Background: an optimization exercise with open tools, aiming at small area and a short achievable clock period. Do not read the settings as production practice.
Only simulation tests tie the RTL to the original design; equivalence was not proved.
Power is estimated from default activity; no workload was simulated.

==> trial 59 <==
// alu_operations_five
module alu_operations_five (
    input  clk,
    input  rst_n,
    input  load,
    input  signed [31:0]  ID_EX_A,
    input  signed [31:0]  ID_EX_B,
    input  signed [5:0]   opcode,
    output reg signed [31:0] ALU_result
);
clock: 8.5 ns
lec_check: 0
cap_margin: 20
core_margin: 2
core_utilization: 40
cts_buf_list: sky130_fd_sc_hd__clkbuf_4 sky130_fd_sc_hd__clkbuf_8
setup_slack_margin: 3.8
slew_margin: 20
synth_hierarchical: 1
standard.sh (not shown) runs the stock make flow with config.mk's settings and CLKGATE_MAP_FILE= SYNTH_SCRIPT=/design/flow/synth_recipe.tcl, a recipe that flattens the netlist after the stock synthesis.
==> flow/flow/run.sh <==
#!/bin/bash
set -euo pipefail
bash standard.sh BUFFER_PORTS_ARGS="-buffer_cell sky130_fd_sc_hd__buf_1" finish > standard.log 2>&1
==> trial 55: changes against trial 59 <==
Settings changed: CAP_MARGIN 20 to 10, SETUP_SLACK_MARGIN 3.8 to 4.1, SLEW_MARGIN 20 to 10.
==> trial 39: changes against trial 59 <==
Settings changed: SETUP_SLACK_MARGIN 3.8 to 4.4.
==> trial 40: changes against trial 59 <==
Settings changed: SETUP_SLACK_MARGIN 3.8 to 4.1.
==> results.ini <==
[outcome]
status = complete, no violations

[finish]
multi_input_area_share = 0.681
sh_seq_area = 0.220
nets = 1967
area_growth_syn_to_layout_pct = 14.4
multi_input_area_um2 = 13000

[setup_path]
critical_path.startpoint = opcode[0]

[global_route]
first_global_vias = 13300

[timing]
max_freq_mhz = 226

[power_and_ir_drop]
p_comb_frac = 0.661
ir_drop_uv = 296
pwr.group.combinational_mw = 3.28

[detailed_routing]
wl_met3_mm = 4.76

[placement]
place_inst = 2111

[worst_hold_path]
hp-start = ALU_result[22]

Source of the figures above: trial 55

==> results.ini <==
[outcome]
status = complete, no violations

[power_and_ir_drop]
pwr.group.combinational_mw = 3.27
p_comb_frac = 0.665
ir_drop_uv = 291

[finish]
area_growth_syn_to_layout_pct = 13.2
sh_seq_area = 0.222
nets = 1977

[timing]
max_freq_mhz = 207

[global_route]
first_global_vias = 13600

[placement]
place_inst = 2126

[detailed_routing]
wl_met3_mm = 5.21

[setup_path]
critical_path.startpoint = opcode[0]

Source of the figures above: trial 59

==> results.ini <==
[timing]
slew_headroom = 0.294
max_freq_mhz = 240
rsz0062_at_grt = yes

[setup_path]
critical_path.startpoint = ID_EX_A[3]

[detailed_routing]
wl_met3_mm = 7.47
drt_pass1_iterations = 5

[finish]
area_growth_syn_to_layout_pct = 27.1
sh_seq_area = 0.198
multi_input_area_share = 0.658
nets = 2073

[logic_synthesis]
synthArstFlopShare = 0.233
synthXorXnorAreaFrac = 0.200

[worst_hold_path]
hp-start = ALU_result[22]

[power_and_ir_drop]
p_comb_frac = 0.681

[clock_tree]
cts-htree-levels = 4

[outcome]
status = complete, no violations

[global_route]
first_global_vias = 14200

[placement]
place_inst = 2108

Source of the figures above: trial 39

==> results.ini <==
[outcome]
status = complete, no violations

[power_and_ir_drop]
pwr.group.combinational_mw = 3.28
p_comb_frac = 0.661

[placement]
place_inst = 2111

[detailed_routing]
wl_met3_mm = 4.76
post_drt_wl_per_cell_um = 25.2

[finish]
sh_seq_area = 0.220
multi_input_area_um2 = 13000
area_growth_syn_to_layout_pct = 14.4
nets = 1967

[setup_path]
critical_path.startpoint = opcode[0]

[global_route]
first_global_vias = 13300

[worst_hold_path]
hp-start = ALU_result[22]

[timing]
max_freq_mhz = 226
rsz0062_at_grt = yes

Source of the figures above: trial 40


* * *

==> trial 7 <==
alu_operations_five again, from the RTL that the note above started with.
==> flow/config.mk <==
export PLATFORM = sky130hd
export DESIGN_NAME = alu_operations_five
export DESIGN_NICKNAME = alu_operations_five
export VERILOG_FILES = /design/flow/design.v
export SDC_FILE = /design/flow/constraint.sdc
export NUM_CORES = 4
export LEC_CHECK = 0
export CAP_MARGIN = 20
export CORE_MARGIN = 2
export CORE_UTILIZATION = 40
export SETUP_SLACK_MARGIN = 3.8
export SLEW_MARGIN = 20
export SYNTH_HIERARCHICAL = 1
==> flow/constraint.sdc <==
create_clock -name core_clock -period 8.5 [get_ports {clk}]
set_input_delay 1.7000 -clock core_clock [delete_from_list [all_inputs] [get_ports {clk}]]
set_output_delay 1.7000 -clock core_clock [all_outputs]
set_load 0.01 [all_outputs]
Scripts as last shown in full above: flow/flow/run.sh
==> inputs of build 91, as changes to trial 7 <==
--- a/flow/config.mk
+++ b/flow/config.mk
@@ -8,6 +8,7 @@
 export CAP_MARGIN = 20
 export CORE_MARGIN = 2
-export CORE_UTILIZATION = 40
-export SETUP_SLACK_MARGIN = 3.8
+export CORE_UTILIZATION = 55
+export CTS_BUF_LIST = sky130_fd_sc_hd__clkbuf_4 sky130_fd_sc_hd__clkbuf_8
+export SETUP_SLACK_MARGIN = 4.1
 export SLEW_MARGIN = 20
 export SYNTH_HIERARCHICAL = 1
==> qor.csv <==
metric;value;unit
run status;no timing/DRC/antenna violations;
core area;0.0411;sq mm
total power;5.14;mW
placed cell areas;0.0181;sq mm
Worst EP arrival;4.88;ns
M2 GR Usage;0.407;
[end of results for trial 7]
==> qor.csv <==
metric;value;unit
Worst EP arrival;4.68;ns
total power;5.08;mW
Max clock buf depth;2;
placed cell areas;0.0180;sq mm
core area;0.0298;sq mm
M2 GR Usage;0.534;
run status;no timing/DRC/antenna violations;
reg2reg path depth;13;
[end of results for build 91]

-- afterwards: timing with drivers on the ports --
In the flow no input, the clock included, has a driving cell. The finished layouts below were timed again as built, in two steps. Step 1, drivers: a clkbuf_16 drives clk and a buf_2 each remaining input, both assumed. Step 2 times the ports against the registers' clock, not the clock port: input delays grow and output delays shrink by t, the midpoint of the rising clock arrivals with the driver on. a / b / c = no drivers / after step 1 / after step 2; a / b = the first two.
| run | t (ns) | setup WS [ns] | worst setup path at the end | pins driven straight from the clock port |
|---|---|---|---|---|
| trial 59 | 0.561 | 3.672 / 3.701 / 3.140 | input to register | 1 |
| trial 55 | 0.560 | 4.074 / 4.067 / 3.506 | input to register | 1 |
| trial 39 | 0.553 | 4.336 / 4.105 / 3.552 | input to register | 1 |
| trial 40 | 0.560 | 4.074 / 4.067 / 3.506 | input to register | 1 |
| trial 7 | 0.513 | 3.831 / 3.864 / 3.351 | input to register | 1 |
| build 91 | 0.550 | 4.094 / 3.947 / 3.397 | input to register | 1 |
After both steps setup and hold are still met in every run listed. The setup slack of trial 39, which loses most, moves by -0.231 ns with the drivers and by -0.784 ns with both steps.
